From an optimization exercise on the open Yosys and OpenROAD flow, aimed at small area, a short achievable clock period and few clock cycles per item; shortcuts taken in it are not production practice. Where RTL was checked, it was by simulation tests only, not by an equivalence proof against the original. Function not checked in run 1: the RTL went through the layout flow alone. No activity file was given, so power comes from the tool's default toggle rates.

[flow/design.v]
module fa_cell (input wire a, input wire b, input wire c, output wire s, output wire co);
    assign s  = a ^ b ^ c;
    assign co = (a & b) | (a & c) | (b & c);
endmodule
module ha_cell (input wire a, input wire b, output wire s, output wire co);
    assign s  = a ^ b;
    assign co = a & b;
endmodule
module hold_cell (input wire ld, input wire hd, input wire d, input wire q, output wire o);
    assign o = (ld & d) | (hd & q);
endmodule
module hold1_cell (input wire ld, input wire hd, input wire r, input wire d, input wire q, output wire o);
    assign o = (ld & d) | (hd & q) | r;
endmodule
module fir_top #(
    parameter K  = 8,
    parameter DW = 8,
    parameter CW = 8
)(
    input  wire clk,
    input  wire rst,
    input  wire start,
    input  wire signed [DW-1:0] x_in,
    output wire signed [DW+CW+$clog2(K):0] y_out,
    output wire data_valid
);
    reg [7:0] u1, u2, u3, u4, u5, u6, u7;
    reg [11:0] ra, rb;
    reg [11:0] y;
    reg dv;
    wire [7:0] u_in = {~x_in[7], x_in[6:0]};
    wire ld = start & ~rst;
    wire hd = ~start & ~rst;
    wire [55:0] hist = {u7, u6, u5, u4, u3, u2, u1};
    wire [55:0] hin  = {u6, u5, u4, u3, u2, u1, u_in};
    localparam [55:0] RST1 = {7{8'h80}};
    wire [55:0] hnx;
    genvar gi;
    generate
        for (gi = 0; gi < 56; gi = gi + 1) begin : g_hist
            if (RST1[gi]) begin : g_one
                hold1_cell u_h (.ld(ld), .hd(hd), .r(rst), .d(hin[gi]), .q(hist[gi]), .o(hnx[gi]));
            end else begin : g_zero
                hold_cell u_h (.ld(ld), .hd(hd), .d(hin[gi]), .q(hist[gi]), .o(hnx[gi]));
            end
        end
    endgenerate
    always @(posedge clk)
        {u7, u6, u5, u4, u3, u2, u1} <= hnx;
    wire s1, c1;
    ha_cell u_ha1 (.a(u1[1]), .b(u2[1]), .s(s1), .co(c1));
    wire s2, c2;
    fa_cell u_fa2 (.a(u1[2]), .b(u2[2]), .c(u3[2]), .s(s2), .co(c2));
    wire s3, c3;
    ha_cell u_ha3 (.a(u4[2]), .b(u5[2]), .s(s3), .co(c3));
    wire s4, c4;
    fa_cell u_fa4 (.a(u1[3]), .b(u2[3]), .c(u3[3]), .s(s4), .co(c4));
    wire s5, c5;
    fa_cell u_fa5 (.a(u4[3]), .b(u5[3]), .c(u6[2]), .s(s5), .co(c5));
    wire s6, c6;
    fa_cell u_fa6 (.a(u1[4]), .b(u2[4]), .c(u3[4]), .s(s6), .co(c6));
    wire s7, c7;
    fa_cell u_fa7 (.a(u4[4]), .b(u5[4]), .c(u6[3]), .s(s7), .co(c7));
    wire s8, c8;
    fa_cell u_fa8 (.a(u1[5]), .b(u2[5]), .c(u3[5]), .s(s8), .co(c8));
    wire s9, c9;
    fa_cell u_fa9 (.a(u4[5]), .b(u5[5]), .c(u6[4]), .s(s9), .co(c9));
    wire s10, c10;
    fa_cell u_fa10 (.a(u1[6]), .b(u2[6]), .c(u3[6]), .s(s10), .co(c10));
    wire s11, c11;
    fa_cell u_fa11 (.a(u4[6]), .b(u5[6]), .c(u6[5]), .s(s11), .co(c11));
    wire s12, c12;
    fa_cell u_fa12 (.a(u1[7]), .b(u2[7]), .c(u3[7]), .s(s12), .co(c12));
    wire s13, c13;
    fa_cell u_fa13 (.a(u4[7]), .b(u5[7]), .c(u6[6]), .s(s13), .co(c13));
    wire s14, c14;
    fa_cell u_fa14 (.a(u1[0]), .b(u2[0]), .c(u3[0]), .s(s14), .co(c14));
    wire s15, c15;
    fa_cell u_fa15 (.a(u3[1]), .b(u4[1]), .c(u5[1]), .s(s15), .co(c15));
    wire s16, c16;
    ha_cell u_ha16 (.a(u6[0]), .b(u7[1]), .s(s16), .co(c16));
    wire s17, c17;
    fa_cell u_fa17 (.a(u6[1]), .b(u7[0]), .c(u7[2]), .s(s17), .co(c17));
    wire s18, c18;
    fa_cell u_fa18 (.a(s2), .b(s3), .c(c1), .s(s18), .co(c18));
    wire s19, c19;
    fa_cell u_fa19 (.a(u7[1]), .b(u7[3]), .c(s4), .s(s19), .co(c19));
    wire s20, c20;
    fa_cell u_fa20 (.a(s5), .b(c2), .c(c3), .s(s20), .co(c20));
    wire s21, c21;
    fa_cell u_fa21 (.a(u7[2]), .b(u7[4]), .c(s6), .s(s21), .co(c21));
    wire s22, c22;
    fa_cell u_fa22 (.a(s7), .b(c4), .c(c5), .s(s22), .co(c22));
    wire s23, c23;
    fa_cell u_fa23 (.a(u7[3]), .b(u7[5]), .c(s8), .s(s23), .co(c23));
    wire s24, c24;
    fa_cell u_fa24 (.a(s9), .b(c6), .c(c7), .s(s24), .co(c24));
    wire s25, c25;
    fa_cell u_fa25 (.a(u7[4]), .b(u7[6]), .c(s10), .s(s25), .co(c25));
    wire s26, c26;
    fa_cell u_fa26 (.a(s11), .b(c8), .c(c9), .s(s26), .co(c26));
    wire s27, c27;
    fa_cell u_fa27 (.a(u7[5]), .b(u7[7]), .c(s12), .s(s27), .co(c27));
    wire s28, c28;
    fa_cell u_fa28 (.a(s13), .b(c10), .c(c11), .s(s28), .co(c28));
    wire s29, c29;
    fa_cell u_fa29 (.a(u6[7]), .b(u7[6]), .c(c12), .s(s29), .co(c29));
    wire s30, c30;
    ha_cell u_ha30 (.a(u4[0]), .b(u5[0]), .s(s30), .co(c30));
    wire s31, c31;
    fa_cell u_fa31 (.a(s1), .b(s15), .c(s16), .s(s31), .co(c31));
    wire s32, c32;
    fa_cell u_fa32 (.a(s17), .b(s18), .c(c15), .s(s32), .co(c32));
    wire s33, c33;
    fa_cell u_fa33 (.a(s19), .b(s20), .c(c17), .s(s33), .co(c33));
    wire s34, c34;
    fa_cell u_fa34 (.a(s21), .b(s22), .c(c19), .s(s34), .co(c34));
    wire s35, c35;
    fa_cell u_fa35 (.a(s23), .b(s24), .c(c21), .s(s35), .co(c35));
    wire s36, c36;
    fa_cell u_fa36 (.a(s25), .b(s26), .c(c23), .s(s36), .co(c36));
    wire s37, c37;
    fa_cell u_fa37 (.a(s27), .b(s28), .c(c25), .s(s37), .co(c37));
    wire s38, c38;
    fa_cell u_fa38 (.a(c13), .b(s29), .c(c27), .s(s38), .co(c38));
    wire s39, c39;
    ha_cell u_ha39 (.a(u7[0]), .b(s14), .s(s39), .co(c39));
    wire s40, c40;
    fa_cell u_fa40 (.a(c14), .b(s31), .c(c30), .s(s40), .co(c40));
    wire s41, c41;
    fa_cell u_fa41 (.a(c16), .b(s32), .c(c31), .s(s41), .co(c41));
    wire s42, c42;
    fa_cell u_fa42 (.a(c18), .b(s33), .c(c32), .s(s42), .co(c42));
    wire s43, c43;
    fa_cell u_fa43 (.a(c20), .b(s34), .c(c33), .s(s43), .co(c43));
    wire s44, c44;
    fa_cell u_fa44 (.a(c22), .b(s35), .c(c34), .s(s44), .co(c44));
    wire s45, c45;
    fa_cell u_fa45 (.a(c24), .b(s36), .c(c35), .s(s45), .co(c45));
    wire s46, c46;
    fa_cell u_fa46 (.a(c26), .b(s37), .c(c36), .s(s46), .co(c46));
    wire s47, c47;
    fa_cell u_fa47 (.a(c28), .b(s38), .c(c37), .s(s47), .co(c47));
    wire s48, c48;
    fa_cell u_fa48 (.a(u7[7]), .b(c29), .c(c38), .s(s48), .co(c48));
    wire [11:0] pr0 = {1'b0, c48, s48, s47, s46, s45, s44, s43, s42, s41, s40, s30};
    wire [11:0] pr1 = {1'b0, 1'b0, c47, c46, c45, c44, c43, c42, c41, c40, c39, s39};
    localparam [11:0] RA0 = 12'd1536;
    localparam [11:0] RB0 = 12'd0;
    always @(posedge clk or posedge rst) begin
        if (rst) begin
            ra <= RA0;
            rb <= RB0;
        end else begin
            ra <= pr0;
            rb <= pr1;
        end
    end
    wire [11:0] uu = {2'b00, u_in, 2'b00};
    wire [11:0] sx = ra ^ rb;
    wire [11:0] sg = ra & rb;
    wire [11:0] so = ra | rb;
    wire [11:0] ss = sx ^ uu;
    wire [11:0] sk = sg | (uu & so);
    wire [11:0] s  = ss + {sk[10:0], 1'b0};
    always @(posedge clk)
        y <= {~s[11], s[10:0]};
    always @(posedge clk or posedge rst) begin
        if (rst) dv <= 1'b0;
        else     dv <= start;
    end
    assign y_out = {{8{y[11]}}, y};
    assign data_valid = dv;
endmodule
[flow/flow/run.sh]
#!/bin/bash
# The standard layout (standard.sh) with these changes:
#  - port buffers are buf_1 cells instead of the flow's default pick
#    (clkdlybuf4s50_1, a slow delay cell);
#  - synthesis is the standard flow's script, except that
#    - Yosys's full/half adder extraction runs only inside the fa_cell and
#      ha_cell modules, so the final adder is left to abc as plain gates (the
#      extracted fa_1/ha_1 cells are slow on its carry path);
#    - the adders use Yosys's default carry-lookahead map, not ORFS's
#      Kogge-Stone one (abc makes them smaller and as fast from it);
#    - abc maps the top module with ORFS's abc_area.script (it builds the
#      final adder from fast NAND gates) and the small cell modules with the
#      default abc_speed.script (which keeps the history muxes as a22o).
#  - clock tree synthesis inserts no dummy loads (they only add area here).
#  Registers are untouched.
set -euo pipefail
W=$(pwd)
export BUFFER_PORTS_ARGS="-buffer_cell sky130_fd_sc_hd__buf_1"
# ORFS's clock tree settings (as config.mk would set them), without dummy loads
export CTS_ARGS="-sink_clustering_enable -repair_clock_nets -sink_clustering_size 30 -buf_list sky130_fd_sc_hd__clkbuf_8 -dont_use_dummy_load"
sed -e 's|extract_fa {\*}\[dont_use_extract_fa_args\]|extract_fa {*}[dont_use_extract_fa_args] fa_cell ha_cell|' \
    -e 's|"-extra-map \$::env(FLOW_HOME)/platforms/common/lcu_kogge_stone.v"|""|' \
    -e 's|^  log_cmd abc {\*}\$abc_args$|  log_cmd abc {*}$abc_args fir_top %n\n  log_cmd abc {*}[lreplace $abc_args 1 1 $::env(SCRIPTS_DIR)/abc_area.script] fir_top|' \
    "$FLOW_HOME/scripts/synth.tcl" > "$W/flow_synth_core.tcl"
grep -q 'dont_use_extract_fa_args\] fa_cell ha_cell' "$W/flow_synth_core.tcl"
! grep -q 'lcu_kogge_stone' "$W/flow_synth_core.tcl"
grep -q 'abc_area.script\] fir_top' "$W/flow_synth_core.tcl"
sed "s|source \$::env(SCRIPTS_DIR)/synth.tcl|source $W/flow_synth_core.tcl|" synth_recipe.tcl > "$W/flow_synth.tcl"
grep -q "flow_synth_core.tcl" "$W/flow_synth.tcl"
sed "s|SYNTH_SCRIPT=[^ ]*|SYNTH_SCRIPT=$W/flow_synth.tcl|" standard.sh > "$W/flow_standard.sh"
grep -q "SYNTH_SCRIPT=$W/flow_synth.tcl" "$W/flow_standard.sh"
bash "$W/flow_standard.sh" > "$W/standard.log" 2>&1
[flow/standard.sh]
#!/bin/bash
# synth_recipe.tcl (not shown) runs the flow's synth.tcl, then flattens the netlist and writes it again
# the make line also repeats each setting of config.mk as NAME=value (left out here)
make -C /OpenROAD-flow-scripts/flow DESIGN_CONFIG=/design/flow/config.mk WORK_HOME=/design/flow/orfs CLKGATE_MAP_FILE= SYNTH_SCRIPT=/design/flow/synth_recipe.tcl "${@:-finish}"
[flow/config.mk]
export PLATFORM = sky130hd
export DESIGN_NAME = fir_top
export DESIGN_NICKNAME = fir_top
export VERILOG_FILES = /design/flow/design.v
export SDC_FILE = /design/flow/constraint.sdc
export NUM_CORES = 4
export LEC_CHECK = 0
export CAP_MARGIN = 20
export CORE_MARGIN = 2
export CORE_UTILIZATION = 40
export CTS_BUF_LIST = sky130_fd_sc_hd__clkbuf_8
export CTS_CLUSTER_SIZE = 30
export SETUP_SLACK_MARGIN = 3.8
export SLEW_MARGIN = 20
export SYNTH_HIERARCHICAL = 1
[flow/constraint.sdc]
create_clock -name core_clock -period 6.0 [get_ports {clk}]
set_input_delay 1.2000 -clock core_clock [delete_from_list [all_inputs] [get_ports {clk}]]
set_output_delay 1.2000 -clock core_clock [all_outputs]
set_load 0.01 [all_outputs]
==> results of run 1 <==
## routing by layer
metal  wire [um]  track usage  part of all wire  vias up
li1            -            -                 -     1330
met1        3420        0.179              0.47     1303
met2        3570        0.233              0.49       24
met3         178       0.0365             0.024        9
met4         110       0.0501             0.015        0
met5           0            0                 0        -
## worst paths after layout
| path | from | end | slack, ns | depth (start not counted) |
|---|---|---|---|---|
| worst min register to register | u4[5] | u4[5] | 0.49 | 1 |
| worst max-delay path | u6[2] | ra[3] | 3.56 | 4 |
| worst max register to register | u6[2] | ra[3] | 3.56 | 4 |
| max in group asynchronous | rst | rb[6] | 4.29 | 2 |
| worst min-delay path | u4[5] | u4[5] | 0.49 | 1 |
| min in group asynchronous | rst | rb[0] | 1.15 | 2 |
## power by group
| group | internal (mW) | switching, mW |
|---|---|---|
| clock | 0.134 | 0.184 |
| combinational | 0.119 | 0.194 |
| sequential | 0.660 | 0.0304 |
## modules after synthesis (local to each module, per instance)
module / times used / area, um2 / cells inside
fa_cell: 43 / 20.0 / 1
ha_cell: 5 / 12.5 / 1
hold_cell: 49 / 8.76 / 1
hold1_cell: 7 / 10.0 / 1
fir_top: 1 / 2810 / 274
## synthesized netlist by cell type
cell type	count
a31oi_1	1
nand2_4	1
xor2_1	8
xor2_2	1
a21o_1	1
nand2_1	67
o21ai_1	1
nand3_1	14
nand3_2	1
nor2_2	2
dfrtp_1	20
nor2_1	13
nand2_2	16
inv_1	34
dfxtp_1	68
a21oi_2	2
buf_4	8
a221o_1	7
nor2_4	1
a22o_1	49
or2_2	1
a21oi_1	1
ha_1	5
a21oi_4	1
o21ai_0	2
dfstp_2	2
inv_2	7
xnor2_1	1
fa_1	43
## repair_timing
action                                  4_1_cts  5_1_grt
gates resized for setup                       7       23
setup buffers                                 4        5
endpoints found under the setup margin       16       33
pin swaps                                     0        9
## cell usage in the layout (no fill, tap or decap), types with 8 or more instances in the layout
master,n
xor2_1,8
nand3_1,13
dfxtp_1,46
dfxtp_2,20
inv_1,33
buf_1,26
clkbuf_8,9
buf_4,11
fa_1,36
nor2_1,11
a22o_1,49
nand2_1,66
nand2_2,17
dfrtp_1,20
## flip-flops by register name, summed over array words and instances, names as in the netlist, 8 cells and up
register  count
u1            8
u6            8
ra           11
y            12
rb           10
u7            8
u2            8
u3            8
u4            8
u5            8
## cell type report
| class | count | area (um2) | share of cell area |
|---|---|---|---|
| inverters | 41 | 156 | 0.0329 |
| repair buffers | 42 | 205 | 0.0432 |
| flip-flops and latches | 90 | 1950 | 0.410 |
| clock buffers | 9 | 124 | 0.0261 |
| multi-input cells | 239 | 2150 | 0.452 |
| well taps | 136 | 170 | 0.0358 |
## through the flow
stage	instance area (um2)	total power, mW	worst slack [ns]	hold slack (ns)	utilization
detailed placement	4510	1.01	3.43	0.483	0.437
finish	4750	1.32	3.56	0.490	0.460
global placement	4510	1.00	3.48	0.477	0.437
CTS	4670	1.33	3.58	0.494	0.452
floorplan	4270	0.953	3.66	0.466	-
global route	4750	1.41	3.53	0.506	0.460
## cells by family (layout without fill, tap and decap cells)
logic type | count (synthesis) | after routing | share of synthesized area
adder cells (fa/ha/maj) | 48 | 48 | 0.218
XOR/XNOR | 10 | 10 | 0.0225
AO/OA/AOI/OAI | 65 | 65 | 0.134
flip-flops | 90 | 90 | 0.452
AND/OR/NAND/NOR | 116 | 116 | 0.123
buffers and inverters | 49 | 92 | 0.0505
==> impl_metrics.toml, run 1 <==
[run_status]
status = "no timing/DRC/antenna violations"

[die]
start_util = 0.410
die_x_um = 107
die_area_um2 = 11400
dieHeight_um = 107
rows = 37
io_pins = 32
core_area_um2 = 10300

[clock_tree]
clkTransAtPathRegs_ns = 0.08
clk_path_buf_depth = 2
cts_tree = "yes"
hold_buffers = 0
cts.sinks = 90
clkLatencyLatePin_ns = 0.37
root_buffer = "clkbuf_8"
numCtsBuffers = 9
h-tree-depth = 3

[final_layout]
nets = 482
layout-drive-gt1-share = 0.223
fillers = 978
n_antenna_cell = 0
fin_cells = 557
syn_to_final_growth_pct = 12.1

[worst_setup_path]
required_ns = 6.24
crit_arrival_ns = 2.67
critPathBufInv = 0
cp_slowest_stage_delay_ns = 0.57
critPathMaxFanout = 2
slowest_stage = "fa_2"
crit_family = "adder cells"
crit_chain = "fa_2, fa_1, fa_1, fa_2"
cp-end-kind = "flip-flop"
worst_setup_path_start_kind = "flip-flop"
crit_type = "reg -> reg"

[synth]
ys_types = 29
synth_area_leader_cell = "dfxtp_1"
synth-seq-cells = 90
synthesis.nets = 437
synth_area_leaders = "dfxtp_1, fa_1, dfrtp_1"
synth_area_per_cell_um2 = 11.2
synthesis.area_um2 = 4240
seq_area_frac_synth = 0.452
yosysTopAreaCellShare = 0.321
syn-instance-count = 378
yosysWarnings = 7

[place]
port_buffers = 31
gp_congestion = 0.710
dp_hpwl_um = 5260
dp_cells = 539

[routing]
vias_per_cell = 4.79
wl_per_cell_um = 13.1
drc = 0
dr.pass1.iters = 4
num_vias = 2666
drtIter0Drc = 91
routed_wl_um = 7280
postRouteAntennaNets = 0

[global_route]
first_global_vias = 2691
grt_usage = 0.141
grt_max_degree = 57
gr-total-overflow = 0
antenna_found_initial = 0
grt_pass1_wl_um = 12600

[timing]
slew_headroom = 0.438
hold_violations = 0
grt_setup_unrepaired = "true"
tightest_slew_ns = 0.841
setup_violations = 0
fin_crit_sh = 0.406
finalSetupTns_ns = 0
max_freq_mhz = 410
finalCriticalPeriod_ns = 2.44
timing.final.max_slew_violations = 0
skew_ns = 0.0297

[power_and_ir_drop]
power_density_nw_per_um2 = 278
p_leak_nw = 2.25
ir_drop_mv = 0.149

[worst_hold_path]
hp-class = "reg -> reg"

[job]
max-cap-violations = 0
==> run 2: changes to the inputs <==
--- a/flow/design.v
+++ b/flow/design.v
@@ -25,7 +25,7 @@
     output wire data_valid
 );
     reg [7:0] u1, u2, u3, u4, u5, u6, u7;
-    reg [11:0] ra, rb;
+    reg [11:0] ra, rb, rc;
     reg [11:0] y;
     reg dv;
     wire [7:0] u_in = {~x_in[7], x_in[6:0]};
@@ -123,43 +123,49 @@
     fa_cell u_fa37 (.a(s27), .b(s28), .c(c25), .s(s37), .co(c37));
     wire s38, c38;
     fa_cell u_fa38 (.a(c13), .b(s29), .c(c27), .s(s38), .co(c38));
+    wire [11:0] pr0 = {1'b0, 1'b0, u7[7], c28, c26, c24, c22, c20, c18, c16, c14, u7[0]};
+    localparam [11:0] R00 = 12'd512;
+    wire [11:0] pr1 = {1'b0, 1'b0, c29, s38, s37, s36, s35, s34, s33, s32, s31, s14};
+    localparam [11:0] R10 = 12'd512;
+    wire [11:0] pr2 = {1'b0, 1'b0, c38, c37, c36, c35, c34, c33, c32, c31, c30, s30};
+    localparam [11:0] R20 = 12'd512;
     wire s39, c39;
-    ha_cell u_ha39 (.a(u7[0]), .b(s14), .s(s39), .co(c39));
+    fa_cell u_fa39 (.a(u7[0]), .b(rb[0]), .c(rc[0]), .s(s39), .co(c39));
     wire s40, c40;
-    fa_cell u_fa40 (.a(c14), .b(s31), .c(c30), .s(s40), .co(c40));
+    fa_cell u_fa40 (.a(ra[1]), .b(rb[1]), .c(rc[1]), .s(s40), .co(c40));
     wire s41, c41;
-    fa_cell u_fa41 (.a(c16), .b(s32), .c(c31), .s(s41), .co(c41));
+    fa_cell u_fa41 (.a(ra[2]), .b(rb[2]), .c(rc[2]), .s(s41), .co(c41));
     wire s42, c42;
-    fa_cell u_fa42 (.a(c18), .b(s33), .c(c32), .s(s42), .co(c42));
+    fa_cell u_fa42 (.a(ra[3]), .b(rb[3]), .c(rc[3]), .s(s42), .co(c42));
     wire s43, c43;
-    fa_cell u_fa43 (.a(c20), .b(s34), .c(c33), .s(s43), .co(c43));
+    fa_cell u_fa43 (.a(ra[4]), .b(rb[4]), .c(rc[4]), .s(s43), .co(c43));
     wire s44, c44;
-    fa_cell u_fa44 (.a(c22), .b(s35), .c(c34), .s(s44), .co(c44));
+    fa_cell u_fa44 (.a(ra[5]), .b(rb[5]), .c(rc[5]), .s(s44), .co(c44));
     wire s45, c45;
-    fa_cell u_fa45 (.a(c24), .b(s36), .c(c35), .s(s45), .co(c45));
+    fa_cell u_fa45 (.a(ra[6]), .b(rb[6]), .c(rc[6]), .s(s45), .co(c45));
     wire s46, c46;
-    fa_cell u_fa46 (.a(c26), .b(s37), .c(c36), .s(s46), .co(c46));
+    fa_cell u_fa46 (.a(ra[7]), .b(rb[7]), .c(rc[7]), .s(s46), .co(c46));
     wire s47, c47;
-    fa_cell u_fa47 (.a(c28), .b(s38), .c(c37), .s(s47), .co(c47));
+    fa_cell u_fa47 (.a(ra[8]), .b(rb[8]), .c(rc[8]), .s(s47), .co(c47));
     wire s48, c48;
-    fa_cell u_fa48 (.a(u7[7]), .b(c29), .c(c38), .s(s48), .co(c48));
-    wire [11:0] pr0 = {1'b0, c48, s48, s47, s46, s45, s44, s43, s42, s41, s40, s30};
-    wire [11:0] pr1 = {1'b0, 1'b0, c47, c46, c45, c44, c43, c42, c41, c40, c39, s39};
-    localparam [11:0] RA0 = 12'd1536;
-    localparam [11:0] RB0 = 12'd0;
+    fa_cell u_fa48 (.a(u7[7]), .b(rb[9]), .c(rc[9]), .s(s48), .co(c48));
+    wire [11:0] pa = {1'b0, 1'b0, s48, s47, s46, s45, s44, s43, s42, s41, s40, s39};
+    wire [11:0] pb = {1'b0, c48, c47, c46, c45, c44, c43, c42, c41, c40, c39, 1'b0};
     always @(posedge clk or posedge rst) begin
         if (rst) begin
-            ra <= RA0;
-            rb <= RB0;
+            ra <= R00;
+            rb <= R10;
+            rc <= R20;
         end else begin
             ra <= pr0;
             rb <= pr1;
+            rc <= pr2;
         end
     end
     wire [11:0] uu = {2'b00, u_in, 2'b00};
-    wire [11:0] sx = ra ^ rb;
-    wire [11:0] sg = ra & rb;
-    wire [11:0] so = ra | rb;
+    wire [11:0] sx = pa ^ pb;
+    wire [11:0] sg = pa & pb;
+    wire [11:0] so = pa | pb;
     wire [11:0] ss = sx ^ uu;
     wire [11:0] sk = sg | (uu & so);
     wire [11:0] s  = ss + {sk[10:0], 1'b0};
==> run 2 against run 1 <==
Compared with the run above: still clean on timing, DRC and antenna; via count increased by 0.34%; sequential cell count grew 7; design area up 3.8%; synthesized cell count down 3.4%; die area is 4.0% higher; wire length is 4.2% higher; core utilization down 0.34 points; cell count decreased by 2.3%; worst setup slack gained 0.24 ns; global-route usage rose by 0.25 points; area after synthesis grew 4.1%; non-clock buffer count fell by 6.
==> impl_metrics.toml, run 2 <==
[worst_setup_path]
worst_setup_path_start_kind = "primary input"
crit_type = "in -> reg"
crit_family = "simple AND/OR/NAND/NOR gates"
cp_slowest_stage_delay_ns = 0.26
startpoint = "x_in[3]"
crit_chain = "buf_1, inv_1, nand2_4, nand2_2, nand2_2, nand2_4, nor2_4, nand2_2, nand2_4, nand2_2, nand2_2, nand2_2, nand3_1, nand2_1"
crit_arrival_ns = 2.44
slowest_stage = "buf_1"
critPathBufInv = 2
critPathMaxFanout = 4
crit_top_cell = "nand2_2"
cp-end-kind = "flip-flop"
reg2reg_from = "rc[5]"
required_ns = 6.25

[clock_tree]
h-tree-depth = 3
numCtsBuffers = 9
cts_tree = "yes"
cts.sinks = 97
root_buffer = "clkbuf_8"
clk_path_buf_depth = 2
hold_buffers = 0
clkLatencyLatePin_ns = 0.37
clkTransAtPathRegs_ns = 0.08

[routing]
drc = 0
wl_per_cell_um = 13.9
dr.pass1.iters = 4
vias_per_cell = 4.92
num_vias = 2675
drtIter0Drc = 114
routed_wl_um = 7580
postRouteAntennaNets = 0

[die]
start_util = 0.409
core_area_um2 = 10800
dieHeight_um = 109
rows = 38
die_x_um = 109
io_pins = 32
die_area_um2 = 11900

[synth]
synthesis.nets = 424
synth_area_per_cell_um2 = 12.1
synth_area_leader_cell = "dfxtp_1"
synthFlopType = "dfxtp_1"
synth_area_leaders = "dfxtp_1, fa_1, dfrtp_1"
synth_xor_area_frac = 0.0295
synth-seq-cells = 97
synth_edf_count = 0
synth_adder_area_share = 0.211
synth_compound_area_frac = 0.125
synth_top_family_by_area = "adder cells"
synthesis.area_um2 = 4410
synthSimpleGateAreaFrac = 0.114
yosysTopAreaCellShare = 0.309
synthTopCellsByCount = "dfxtp_1, nand2_1, a22o_1"
ys_types = 28
synth.area.mux_share = 0
yosysMostFrequentCell = "dfxtp_1"
seq_area_frac_synth = 0.474
async_reset_ff_frac = 0.299
syn-instance-count = 365
yosysWarnings = 7

[power_and_ir_drop]
sw_frac_of_total = 0.311
p_leak_nw = 2.32
combPwrFrac = 0.246
p_seq_frac = 0.519
power_switching_mw = 0.438
intPower_mw = 0.972
finalPower_mw = 1.41
power_density_nw_per_um2 = 286
power.share.clock = 0.235
ir_drop_mv = 0.168

[global_route]
grt_pass1_wl_um = 12700
first_global_vias = 2701
grt_max_degree = 28
gr-total-overflow = 0
grt_usage = 0.143
antenna_found_initial = 0

[timing]
max_freq_mhz = 455
slew_headroom = 0.494
grt_setup_unrepaired = "true"
skew_ns = 0.0204
fin_crit_sh = 0.366
tightest_slew_ns = 0.758
timing.final.max_slew_violations = 0
finalCriticalPeriod_ns = 2.20
hold_violations = 0
finalSetupTns_ns = 0
setup_violations = 0

[final_layout]
largest_register = "y"
n_antenna_cell = 0
syn_to_final_growth_pct = 11.7
top_regs = "y: 12 flops, rb: 10 flops, rc: 10 flops"
final_common_cell = "dfxtp_1"
post-route-util = 0.457
mostFrequentLayoutCells = "dfxtp_1, a22o_1, nand2_1"
largest_register_ffs = 12
nets = 465
layout-drive-gt1-share = 0.151

[worst_hold_path]
hp-start = "u2[1]"
hp-class = "reg -> reg"

[place]
dp_hpwl_um = 5420
port_buffers = 31
gp_congestion = 0.737

[job]
max-cap-violations = 0

[run_status]
status = "no timing/DRC/antenna violations"
==> run 2: layout make-up <==
cell class,instances,area (um2)
Inverter,39,149
Tap cell,140,175
Clock buffer,9,124
Fill cell,985,5860
Sequential cell,97,2090
Timing Repair Buffer,36,203
Multi-Input combinational cell,223,2190
==> run 2: cells by family (layout without fill, tap and decap cells) <==
kind of cell,count (synthesis),after routing
compound gates,63,63
xor+xnor,14,14
fa+ha+maj,48,48
buf+inv,47,84
flops,97,97
simple gates,96,98
==> run 2: metrics by stage <==
step	hold WS [ns]	std cells	cell area [um2]	worst slack, ns
2_1_floorplan	0.467	365	4430	3.80
3_3_place_gp	0.485	528	4660	3.22
3_5_place_dp	0.495	531	4730	3.40
4_1_cts	0.519	542	4870	3.80
5_1_grt	0.537	544	4930	3.67
6_report	0.519	544	4930	3.80
==> run 2: final timing paths <==
kind                         end  slack [ns]  cells past startpoint
max                         y[9]        3.80                     14
min reg2reg                u2[1]        0.52                      1
min in group asynchronous     dv        0.99                      2
max reg2reg                 y[9]        3.82                     16
max in group asynchronous  ra[4]        4.52                      3
min                        u2[1]        0.52                      1
==> run 2: worst register-to-register path, stage by stage, from the launching register on <==
cell and delay, ns:
dfrtp_1 0.39, fa_1 0.59, inv_1 0.07, nand2_2 0.10
nand2_2 0.08, nand2_4 0.09, nand2_2 0.06, nand2_2 0.08
nand2_4 0.07, nor2_4 0.08, nand2_2 0.07, nand2_4 0.09
nand2_2 0.06, nand2_2 0.08, nand2_2 0.05, nand3_1 0.06
nand2_1 0.05
==> run 2: modules after synthesis, one instance, submodules excluded <==
module / copies in the design / flops+latches
fa_cell: 44 / 0
fir_top: 1 / 97
ha_cell: 4 / 0
hold1_cell: 7 / 0
hold_cell: 49 / 0
==> run 2: timing repair <==
action | CTS | global route
buffers inserted | 0 | 2
gates resized for setup | 1 | 11
pin swaps | 2 | 14
setup endpoints to repair | 9 | 29
gates cloned | 2 | 0
==> run 2: layer usage <==
layer | vias to the layer above | GRT usage | wire (um)
li1 | 1289 | - | -
met4 | 0 | 0.0467 | 106
met3 | 10 | 0.0383 | 225
met1 | 1345 | 0.172 | 3420
met5 | - | 0 | 0
met2 | 31 | 0.249 | 3830
==> run 2: power by group through the flow <==
stage               sequential (mW)  clock, mW  combinational (mW)
floorplan                     0.758          0               0.266
global placement              0.745          0               0.327
detailed placement            0.747          0               0.340
CTS                           0.733      0.348               0.343
global route                  0.741      0.371               0.399
finish                        0.732      0.332               0.346
Testbench counts of run 2, summed over its fixed seeds: cycles 16,000, items 8,000.
==> run 3: changes to the inputs <==
--- a/flow/config.mk
+++ b/flow/config.mk
@@ -10,6 +10,7 @@
 export CORE_UTILIZATION = 40
 export CTS_BUF_LIST = sky130_fd_sc_hd__clkbuf_8
 export CTS_CLUSTER_SIZE = 30
-export SETUP_SLACK_MARGIN = 3.8
+export SETUP_SLACK_MARGIN = 3.9
 export SLEW_MARGIN = 20
 export SYNTH_HIERARCHICAL = 1
+export TNS_END_PERCENT = 10
==> run 3 against run 2 <==
Compared with the run above: wire length down 6.3%; sequential cell count did not move; global-route usage is 0.41 points lower; worst setup slack improved by 0.068 ns; non-clock buffer count unchanged; clock skew is 0.0066 ns higher; still clean on timing, DRC and antenna; combinational power is 1% higher; cell count shrank 0.37%; critical path depth is 2 higher; via count down 2.1%; count of clock-buffer cells in the layout is the same; sequential share of layout area grew 0.15 points.
==> impl_metrics.toml, run 3 <==
[global_route]
gr-total-overflow = 0
grt_usage = 0.139
grt_pass1_wl_um = 12600
antenna_found_initial = 0
grt_max_degree = 57
first_global_vias = 2731

[place]
dp_hpwl_um = 5260
port_buffers = 31
gp_congestion = 0.716

[timing]
setup_violations = 0
grt_setup_unrepaired = "true"
finalSetupTns_ns = 0
fin_crit_sh = 0.355
tightest_slew_ns = 0.628
hold_slack_ns = 0.515
timing.final.max_slew_violations = 0
skew_ns = 0.0270
slew_headroom = 0.581
max_freq_mhz = 470
hold_violations = 0
finalCriticalPeriod_ns = 2.13

[final_layout]
top_regs = "y: 12 flops, rb: 10 flops, rc: 10 flops"
largest_register_ffs = 12
n_antenna_cell = 0
final_common_cell = "dfxtp_1"
final-seq-area_um2 = 2090
fillers = 977
mostFrequentLayoutCells = "dfxtp_1, a22o_1, fa_1"
layout-drive-gt1-share = 0.182
nets = 463
largest_register = "y"
syn_to_final_growth_pct = 11.3
post-route-util = 0.455
multiInputGateArea_um2 = 2190

[worst_setup_path]
r2r-end = "y[9]"
crit_type = "reg -> reg"
slowest_stage = "fa_1"
crit_chain = "fa_1, inv_1, nand2_2, nand2_2, nand2_2, nand2_1, nand2_2, nand2_4, nor2_4, nand2_2, nand2_4, nand2_2, nand2_2, nand2_2, nand3_1, nand2_1"
startpoint = "ra[4]"
crit_arrival_ns = 2.37
required_ns = 6.24
r2r_setup_slack_ns = 3.87
critPathMaxFanout = 4
cp_slowest_stage_delay_ns = 0.58
cp-endpoint = "y[9]"
r2r_cells = 16
reg2reg_from = "ra[4]"
crit_top_cell = "nand2_2"
worst_setup_path_start_kind = "flip-flop"
cp-end-kind = "flip-flop"

[synth]
async_reset_ff_frac = 0.299
synth-seq-cells = 97
yosysMostFrequentCell = "dfxtp_1"
yosysWarnings = 7
synth_edf_count = 0
seq_area_frac_synth = 0.474
yosysTopAreaCellShare = 0.309
synthesis.nets = 424
synthFlopType = "dfxtp_1"
ys_types = 28
synth_area_leader_cell = "dfxtp_1"
synthTopCellsByCount = "dfxtp_1, nand2_1, a22o_1"
synth_area_per_cell_um2 = 12.1
synthesis.area_um2 = 4410
synth_area_leaders = "dfxtp_1, fa_1, dfrtp_1"
syn-instance-count = 365

[clock_tree]
h-tree-depth = 3
cts.sinks = 97
clkTransAtPathRegs_ns = 0.09
clk_path_buf_depth = 2
hold_buffers = 0
cts_tree = "yes"
clkLatencyLatePin_ns = 0.37
numCtsBuffers = 9
root_buffer = "clkbuf_8"

[routing]
met3_length_um = 238
dr.pass1.iters = 4
routed_wl_um = 7110
highest_layer = "met4"
vias_per_cell = 4.83
drc = 0
met2_length_um = 3620
postRouteAntennaNets = 0
wl_met1_um = 3150
wl_per_cell_um = 13.1
drtIter0Drc = 72
num_vias = 2618

[power_and_ir_drop]
power_switching_mw = 0.438
ir_drop_mv = 0.228
p_seq_frac = 0.518
combPwrFrac = 0.248
power_density_nw_per_um2 = 288
intPower_mw = 0.975
sw_frac_of_total = 0.310
power.share.clock = 0.233
p_leak_nw = 2.32
finalPower_mw = 1.41

[die]
rows = 38
io_pins = 32
die_area_um2 = 11900
die_x_um = 109
dieHeight_um = 109
core_area_um2 = 10800
start_util = 0.409

[job]
max-cap-violations = 0

[worst_hold_path]
hp-class = "reg -> reg"

[run_status]
status = "no timing/DRC/antenna violations"
-- run 3: cell counts after synthesis --
Identical to the previous run, type by type.
-- run 3: layout make-up --
cell class | instances | area share
multi-input cells | 221 | 0.445
flip-flops and latches | 97 | 0.426
repair buffers | 36 | 0.0357
well taps | 140 | 0.0357
inverters | 39 | 0.0324
clock buffers | 9 | 0.0252
-- run 3: how the worst min path moves through the flow --
stage / startpoint / to / slack [ns] / cells after the start
CTS: u1[1] / u2[1] / 0.51 / 1
finish: u4[0] / u4[0] / 0.52 / 1
floorplan: u2[1] / u2[1] / 0.47 / 1
detailed placement: u2[1] / u2[1] / 0.50 / 1
global route: u1[1] / u2[1] / 0.55 / 1
global placement: u2[1] / u2[1] / 0.48 / 1
-- run 3: repair_timing --
item | CTS | global route
setup endpoints to repair | 32 | 72
endpoints found under the hold margin | 0 | 0
buffers inserted | 2 | 1
pin swaps | 17 | 16
cloned | 0 | 0
resized for setup | 12 | 12
-- run 3: Yosys stat by module (local to each module, per instance) --
module | cell area [um2] | flip-flops and latches | cells inside | times used
fir_top | 2980 | 97 | 261 | 1
fa_cell | 20.0 | 0 | 1 | 44
ha_cell | 12.5 | 0 | 1 | 4
hold1_cell | 10.0 | 0 | 1 | 7
hold_cell | 8.76 | 0 | 1 | 49
-- run 3: cells by family after synthesis --
group	count (synthesis)	share of synthesized area
buffers and inverters	47	0.0468
AND/OR/NAND/NOR	96	0.114
XOR/XNOR	14	0.0295
flip-flops	97	0.474
adder cells (fa/ha/maj)	48	0.211
AO/OA/AOI/OAI	63	0.125
-- run 3: critical path: cells and delay by family, from the launching register on --
family                   cells  cell delay [ns]
adder cells (fa/ha/maj)      1             0.58
buffers and inverters        1             0.06
flip-flops                   1             0.41
AND/OR/NAND/NOR             14             0.99
-- run 3: per-layer routing --
metal,up-vias,global-route usage
li1,1281,-
met1,1295,0.169
met2,33,0.235
met3,9,0.0430
met4,0,0.0467
met5,-,0
-- run 3: power groups by stage --
stage                     Clock (mW)  Combinational, mW  Sequential [mW]
after floorplan                    0              0.266            0.758
after global placement             0              0.328            0.746
after detailed placement           0              0.338            0.747
after CTS                      0.347              0.349            0.733
after global routing           0.367              0.405            0.741
final                          0.329              0.351            0.732
-- run 3: metrics by stage --
step,worst slack (ns),cells,instance area (um2)
finish,3.87,542,4910
floorplan,3.81,365,4440
CTS,3.84,541,4870
global placement,3.27,529,4680
detailed placement,3.44,530,4700
global route,3.72,542,4910

==> afterwards: timing with drivers on the ports <==
How much do the figures lean on ideal ports? The routed layouts below were timed once more, with nothing changed but the port constraints. Step 1 (the two cells are an assumption about what drives the block):
set clk [get_ports {clk}]
set_driving_cell -lib_cell sky130_fd_sc_hd__clkbuf_16 $clk
set_driving_cell -lib_cell sky130_fd_sc_hd__buf_2 [delete_from_list [all_inputs] $clk]
Step 2 moves the port delays by t, midway between the first and last clock arrival at a register: inputs arrive t later, outputs are due t later. That takes back most of the time a late clock gives input paths. Three values: ideal ports, drivers, drivers and shift; two values: the first two.
| run | t (ns) | slack for setup (ns) | hold slack, ns | worst setup path after step 2 | worst slew at a driven data input, ns |
|---|---|---|---|---|---|
| run 1 | 0.384 | 3.563 / 3.563 / 3.541 | 0.490 / 0.490 / 0.490 | input to register | 0.03 |
| run 2 | 0.390 | 3.804 / 3.817 / 3.427 | 0.519 / 0.519 / 0.519 | input to register | 0.04 |
| run 3 | 0.386 | 3.872 / 3.872 / 3.522 | 0.515 / 0.515 / 0.515 | input to register | 0.04 |
After both steps every run listed still meets setup and hold. The setup slack of run 2, which loses most, moves by +0.013 ns with the drivers and by -0.377 ns with both steps.
